This is an optimization exercise on Yosys and OpenROAD, whose aim is small area, not a production implementation.
In this exercise RTL edits were held to simulation tests only and were not proved equivalent to the original.
In this run the design's own scripts or RTL, not TritonCTS, make the clock network.
The flow treats the clock pin as an ideal source. Dropping or thinning the clock tree relies on that and would not hold on a real chip.

## flow/abc07.abc

```
strash
&get -n
&deepsyn -T 5 -S 7
&put
amap
```

## flow/abc11.abc

```
strash
&get -n
&deepsyn -T 5 -S 11
&put
amap
```

## flow/abc15.abc

```
strash
dch -f
amap
```

## flow/abc06.abc

```
strash
&get -n
&deepsyn -T 5 -S 6
&put
amap
```

## flow/abc00.abc

```
strash
&get -n
&deepsyn -T 5 -S 0
&put
amap
```

## flow/abc08.abc

```
strash
&get -n
&deepsyn -T 5 -S 8
&put
amap
```

## flow/run.sh

```bash
#!/bin/bash
# Own layout flow: the standard flow with
#  - synthesis mapped by the smallest of the mappings that flow/abc*.abc
#    (area-oriented ABC scripts) give, and no adder cell extraction
#    (ADDER_MAP_FILE empty),
#  - port buffers of the smallest buffer cell, buf_1,
#  - a clock tree of its own (flow/clktree.tcl): one level of three clock
#    buffers (clkbuf_4, clkbuf_2, clkbuf_4 for 2/5, 1/5 and 2/5 of the
#    flip-flops), driven straight from the clock port.
# Each step's full output goes to a log file in this folder.
set -euo pipefail
HERE=$(pwd)
export FLOW_ABC_DIR=$HERE/flow
{ head -n 1 synth_recipe.tcl; cat flow/abc_hook.tcl; tail -n +2 synth_recipe.tcl; } > flow_synth.tcl
export FLOW_CLK_BUFS="sky130_fd_sc_hd__clkbuf_4:2 sky130_fd_sc_hd__clkbuf_2:1 sky130_fd_sc_hd__clkbuf_4:2"
ARGS=(ADDER_MAP_FILE= "BUFFER_PORTS_ARGS=-buffer_cell sky130_fd_sc_hd__buf_1"
      PRE_CTS_TCL=$HERE/flow/clktree.tcl)
bash standard.sh SYNTH_SCRIPT=$HERE/flow_synth.tcl "${ARGS[@]}" synth > flow_synth.log 2>&1
bash standard.sh "${ARGS[@]}" finish > flow_finish.log 2>&1
```

## flow/abc12.abc

```
strash
&get -n
&deepsyn -T 5 -S 12
&put
amap
```

## design.v

```verilog
`timescale 1ns / 1ps
module led_driver(
 input clock,
 input rst,
 input [31:0] data,
 output [7:0] AN,
 output CA,
 output CB,
 output CC,
 output CD,
 output CE,
 output CF,
 output CG
 );
localparam [17:0] P = 18'b101010101010101010;
localparam [17:0] R = 18'h08040;
reg [17:0] y;
wire [17:0] s = y ^ P;
wire z = (s[16:0] == 17'd0);
wire tick = z & ~s[17];
wire fb = s[17] ^ s[10] ^ z;
always @(posedge clock)
	if (rst)
		y <= R ^ P;
	else
		y <= {s[16:0], fb} ^ P;
reg [2:0] counter;
always @(posedge clock)
	if (rst)
		counter <= 3'b000;
	else if (tick)
		counter <= counter + 3'd1;
assign AN[0] = !((!counter[2])&(!counter[1])&(!counter[0]));
assign AN[1] = !((!counter[2])&(!counter[1])&(counter[0]));
assign AN[2] = !((!counter[2])&(counter[1])&(!counter[0]));
assign AN[3] = !((!counter[2])&(counter[1])&(counter[0]));
assign AN[4] = !((counter[2])&(!counter[1])&(!counter[0]));
assign AN[5] = !((counter[2])&(!counter[1])&(counter[0]));
assign AN[6] = !((counter[2])&(counter[1])&(!counter[0]));
assign AN[7] = !((counter[2])&(counter[1])&(counter[0]));
reg [3:0] nib;
always @(posedge clock) begin
	nib[0] <= &(AN | {data[28], data[24], data[20], data[16], data[12], data[8], data[4], data[0]});
	nib[1] <= &(AN | {data[29], data[25], data[21], data[17], data[13], data[9], data[5], data[1]});
	nib[2] <= &(AN | {data[30], data[26], data[22], data[18], data[14], data[10], data[6], data[2]});
	nib[3] <= &(AN | {data[31], data[27], data[23], data[19], data[15], data[11], data[7], data[3]});
end
localparam [15:0] TA = 16'b0011100000010010;
localparam [15:0] TB = 16'b1101100001100000;
localparam [15:0] TC = 16'b1101000000000100;
localparam [15:0] TD = 16'b1000010010010010;
localparam [15:0] TE = 16'b0000001010111010;
localparam [15:0] TF = 16'b0011000010001110;
localparam [15:0] TG = 16'b0000000010000011;
wire [6:0] seg = {TA[nib], TB[nib], TC[nib], TD[nib], TE[nib], TF[nib], TG[nib]};
assign {CA,CB,CC,CD,CE,CF,CG} = seg;
endmodule
```

## flow/abc_hook.tcl

```tcl
# Map with each of this flow's own ABC scripts (flow/abc*.abc, area-oriented)
# in place of ORFS's, and keep the mapping with the smallest cell area.
proc flow_area {} {
  set r [yosys tee -q -s result.string stat -liberty [lindex $::env(LIB_FILES) 0]]
  if { [regexp {Chip area for module [^:]*: *([0-9.]+)} $r -> a] } { return $a }
  return 1e9
}
proc abc {args} {
  set i [lsearch -exact $args -script]
  set best_area 1e9
  yosys design -save flow_pre_abc
  foreach script [lsort [glob $::env(FLOW_ABC_DIR)/abc*.abc]] {
    yosys design -load flow_pre_abc
    if { $i >= 0 } { lset args [expr { $i + 1 }] $script }
    puts "abc (flow hook): $args"
    yosys abc {*}$args
    set a [flow_area]
    puts "abc (flow hook): [file tail $script] gives cell area $a"
    if { $a < $best_area } {
      set best_area $a
      set best_script $script
      yosys design -save flow_best_abc
    }
  }
  yosys design -load flow_best_abc
  puts "abc (flow hook): kept [file tail $best_script], cell area $best_area"
}
```

## constraint.sdc

```tcl
create_clock -name core_clock -period 5.0 [get_ports {clock}]
set_input_delay 1.0000 -clock core_clock [delete_from_list [all_inputs] [get_ports {clock}]]
set_output_delay 1.0000 -clock core_clock [all_outputs]
set_load 0.01 [all_outputs]
```

## flow/abc13.abc

```
strash
&get -n
&deepsyn -T 5 -S 13
&put
amap
```

## standard.sh

```bash
#!/bin/bash
# synth_recipe.tcl (not shown) runs the flow's synth.tcl, then flattens the netlist and writes it again
# the make line also repeats each setting of config.mk as NAME=value (left out here)
make -C /OpenROAD-flow-scripts/flow DESIGN_CONFIG=/design/flow/config.mk WORK_HOME=/design/flow/orfs CLKGATE_MAP_FILE= SYNTH_SCRIPT=/design/flow/synth_recipe.tcl "${@:-finish}"
```

## flow/abc03.abc

```
strash
&get -n
&deepsyn -T 5 -S 3
&put
amap
```

## config.mk

```make
export PLATFORM = sky130hd
export DESIGN_NAME = led_driver
export DESIGN_NICKNAME = led_driver
export VERILOG_FILES = /design/flow/design.v
export SDC_FILE = /design/flow/constraint.sdc
export NUM_CORES = 4
export LEC_CHECK = 0
export CAP_MARGIN = 20
export CORE_AREA = 2.5 2.5 60.5 60.5
export DIE_AREA = 0 0 63 63
export SLEW_MARGIN = 20
```

## flow/abc10.abc

```
strash
&get -n
&deepsyn -T 5 -S 10
&put
amap
```

## flow/abc02.abc

```
strash
&get -n
&deepsyn -T 5 -S 2
&put
amap
```

## flow/clktree.tcl

```tcl
# This flow's clock tree: one level of clock buffers, each driven straight
# from the clock port. FLOW_CLK_BUFS lists the buffers as cell:share; the
# flip-flops, taken in order of x position, are split among them in
# proportion to their shares, and each buffer sits at the centre of its
# flip-flops. Every flip-flop is one buffer from the port.
proc clock_tree_synthesis { args } {
  set block [ord::get_db_block]
  set port_net [[$block findBTerm clock] getNet]
  set sinks {}
  foreach iterm [$port_net getITerms] {
    set box [[$iterm getInst] getBBox]
    lappend sinks [list [expr { ([$box xMin] + [$box xMax]) / 2 }] \
      [expr { ([$box yMin] + [$box yMax]) / 2 }] $iterm]
  }
  set sinks [lsort -integer -index 0 $sinks]
  set n [llength $sinks]
  set total 0
  foreach b $::env(FLOW_CLK_BUFS) { incr total [lindex [split $b :] 1] }
  $port_net setSigType CLOCK
  set g 0
  set acc 0
  set first 0
  foreach b $::env(FLOW_CLK_BUFS) {
    lassign [split $b :] cell share
    incr acc $share
    set last [expr { round(double($acc) * $n / $total) - 1 }]
    set inst [odb::dbInst_create $block [[ord::get_db] findMaster $cell] clkbuf_flow_$g]
    set net [odb::dbNet_create $block clknet_flow_$g]
    $net setSigType CLOCK
    [$inst findITerm A] connect $port_net
    [$inst findITerm X] connect $net
    set sx 0
    set sy 0
    foreach s [lrange $sinks $first $last] {
      lassign $s x y iterm
      $iterm disconnect
      $iterm connect $net
      incr sx $x
      incr sy $y
    }
    set m [expr { $last - $first + 1 }]
    $inst setLocation [expr { $sx / $m }] [expr { $sy / $m }]
    $inst setPlacementStatus PLACED
    puts "flow: clock buffer clkbuf_flow_$g ($cell) drives $m flip-flops"
    set first [expr { $last + 1 }]
    incr g
  }
  set_propagated_clock [all_clocks]
}
```

## flow/abc14.abc

```
strash
&get -n
&deepsyn -T 5 -S 14
&put
dch -f
amap
```

## flow/abc04.abc

```
strash
&get -n
&deepsyn -T 5 -S 4
&put
amap
```

## flow/abc09.abc

```
strash
&get -n
&deepsyn -T 5 -S 9
&put
amap
```

## flow/abc01.abc

```
strash
&get -n
&deepsyn -T 5 -S 1
&put
amap
```

## flow/abc05.abc

```
strash
&get -n
&deepsyn -T 5 -S 5
&put
amap
```

==> reports/metrics.yaml <==
wl_per_cell_um: 11.0
ctsHoldBuffers: 0
synth.most_common_cell: "dfxtp_1"
yosysSeqAreaShare_pct: 52.8
area_delta_synth_final_pct: 27.2
tns_ps: 0
vias_per_cell: 4.72
total_power_mw: 0.339
setup.worst_path.class: "reg2out"
ys_ff_latch: 25
syn_area_per_cell_um2: 8.17
grt_usage_pct: 11.5
post-route-period-util_pct: 52.1
min_path_type: "reg2reg"
cp-end-kind: "output port"
maxSlewHeadroom_pct: 64.1
drv_slew: 0
dieHeight_um: 63
synth_top_area_share_pct: 52.8
critical_path_arrival_ps: 1610
cp_top_family: "flip-flops"
cts_setup_buffers: 0
intPower_mw: 0.254
grt_pass1_wl_mm: 3.99
cp.required_ps: 4000
place_area_um2: 1180
dp.cells: 210
worstMarginPinSlew_ps: 538
synthFlopType: "dfxtp_1"
synth_cell_types: 16
antenna_found_initial: 0
dieArea_um2: 3970
fmaxAchievable_mhz: 384
path_cells: "clkinv_1, nor3_1, nor2_1, a21oi_1, o21ai_0, o21ai_0, buf_1"
drt_iter0_markers: 38
powerDensity_nw_per_um2: 281
globalplace.congestion: 0.764
rsz0062_at_grt: "no"
synth_edf_count: 0
status: "complete, no violations"
synth_area_leaders: "dfxtp_1 53%, o22ai_1 11%, nor2_1 7.5%, nand2_1 5.5%, nand3_1 4.8%"
insertion_delay_ps: 160
stdcell_count: 213
seqCellArea_um2: 500
ir_worst_vdd_uv: 191
hpwlAfterDp_mm: 1.85
wirelength_mm: 2.34
drive_gt1_share_pct: 1.80
final_area_um2: 1200
grt_pass1_vias: 915
hold_depth: 1
ctsResizeCount: 0
synthCells: 116
skew_ps: 34.2
ys_warn_count: 1
power.leakage_nw: 0.412
cp_slowest_stage_delay_ps: 410
p_clk_share_pct: 21.0
synth_commonest_cells: "25 x dfxtp_1, 19 x nor2_1, 16 x o22ai_1, 14 x nand2_1, 9 x nand3_1"
p_switching_mw: 0.0844
fillCellCount: 363
initial_core_util_pct: 28.8
setup_viol: 0
num-nets-final: 203
async_flop_share_pct: 0
p_comb_share_pct: 15.9
path_buf_inv: 2
clk_pin_slew_ps: 100
via_count: 1006
num_io_pins: 49
fin_crit_ps: 2610
crit_fanout: 5
synth_nets: 150
cp.depth: 7
rr_worst_depth: 8
synth_area_um2: 947
cp_common_cell: "o21ai_0"
p_seq_share_pct: 63.2
firstDrtPassIters: 4
grt_start_max_net_pins: 14
maxCapViolations: 0
synth_top_cell_by_area: "dfxtp_1"
remaining_drc_errors: 0
insertedDiodeCount: 0
antenna_left: 0
row_count: 21
multiInputGateArea_um2: 417
core_um2: 3280
crit_slowest_cell: "dfxtp_1"
die_w_um: 63
startpoint_type: "register"
globalRoute.totalOverflow: 0
finalHoldViolations: 0
io_buffers: 48
p_sw_share_pct: 24.9
[stage by stage]
stage | worst slack [ps] | util (%) | hold WS [ps]
finish | 2390 | 36.7 | 381
global route | 2080 | 36.7 | 395
CTS | 2400 | 36.7 | 384
detailed placement | 2620 | 36.1 | 363
global placement | 2650 | 36.1 | 364
floorplan | 2660 | - | 352
[power groups by stage]
stage | clock network (mW) | registers, mW | logic (mW)
6_report | 0.0711 | 0.214 | 0.0537
5_1_grt | 0.0815 | 0.215 | 0.0616
4_1_cts | 0.0758 | 0.214 | 0.0543
3_5_place_dp | 0 | 0.218 | 0.0540
3_3_place_gp | 0 | 0.218 | 0.0545
2_1_floorplan | 0 | 0.217 | 0.0316
[worst reg2reg max path, stage by stage (launching register included)]
cell	delay [ps]
dfxtp_1	340
or4_1	520
nor4_1	190
nand2_1	80
nor3_1	210
nand2_1	130
nor3_1	280
nor2_1	70
a211oi_1	150
[cells in the final DEF (no fill, tap or decap), drive strengths merged]
cell and count:
buf 48, nor3 5, nand4 1, nor4 5
o21a 1, a21oi 3, clkbuf 3, nand2 14
a31oi 1, dfxtp 25, nor2 19, clkinv 8
or4 1, nand3 9, o21ai 4, a211oi 3
o22ai 16, and3 1
[layer usage]
metal | vias to the layer above | track usage, % | wire, um
met3 | 2 | 2.34 | 195
met2 | 36 | 20.5 | 1020
met1 | 442 | 15.0 | 1110
met4 | 0 | 0.556 | 17
li1 | 526 | - | -
met5 | - | 0 | 0
[path summary, 6_finish.rpt]
| check | startpoint | endpoint | slack (ps) |
|---|---|---|---|
| worst max-delay path | nib[2]$_DFF_P_ | CA | 2390 |
| worst min-delay path | y[6]$_SDFF_PP1_ | y[7]$_SDFF_PP1_ | 380 |
| worst max register to register | y[10]$_SDFF_PP0_ | counter[2]$_SDFFE_PP0P_ | 2990 |
| worst min register to register | y[6]$_SDFF_PP1_ | y[7]$_SDFF_PP1_ | 380 |
[registers in the layout, indices dropped and copies added, names as in the netlist]
name and cells:
counter 3, nib 4, y 18
[cell type report]
class                   count  area share, %
flip-flops and latches     25           41.5
multi-input cells          83           34.6
repair buffers             48           15.0
well taps                  46           4.78
inverters                   8           2.49
plain buffers               3           1.66
[cell families (layout without fill, tap and decap cells)]
kind of cell           count (synthesis)  after routing  synth area share (%)
and+or+nand+nor                       55             55                  25.9
DFF                                   25             25                  52.8
AOI/OAI and AO/OA                     28             28                  18.1
buffers and inverters                  8             59                  3.17

## separate check: timing with driven ports
In the flow no input, the clock included, has a driving cell. The finished layout below was timed again as built, in two steps.
Step 1 assumes that a clkbuf_16 drives the clock port and a buf_2 every other input.
Step 2 times the ports against the registers' clock, not the clock port: input delays grow and output delays shrink by t, the midpoint of the rising clock arrivals with the driver on.
Slacks: ideal / step 1 / step 2; pairs: ideal / step 1.
t, ns: 0.171
setup WS [ns]: 2.393 / 2.363 / 2.534
latest minus earliest clock arrival (ns): 0.034 / 0.035
worst register clock-pin slew, ns: 0.10 / 0.10
After both steps this run still meets setup and hold. The setup slack of this run moves by -0.030 ns with the drivers and by +0.141 ns with both steps.
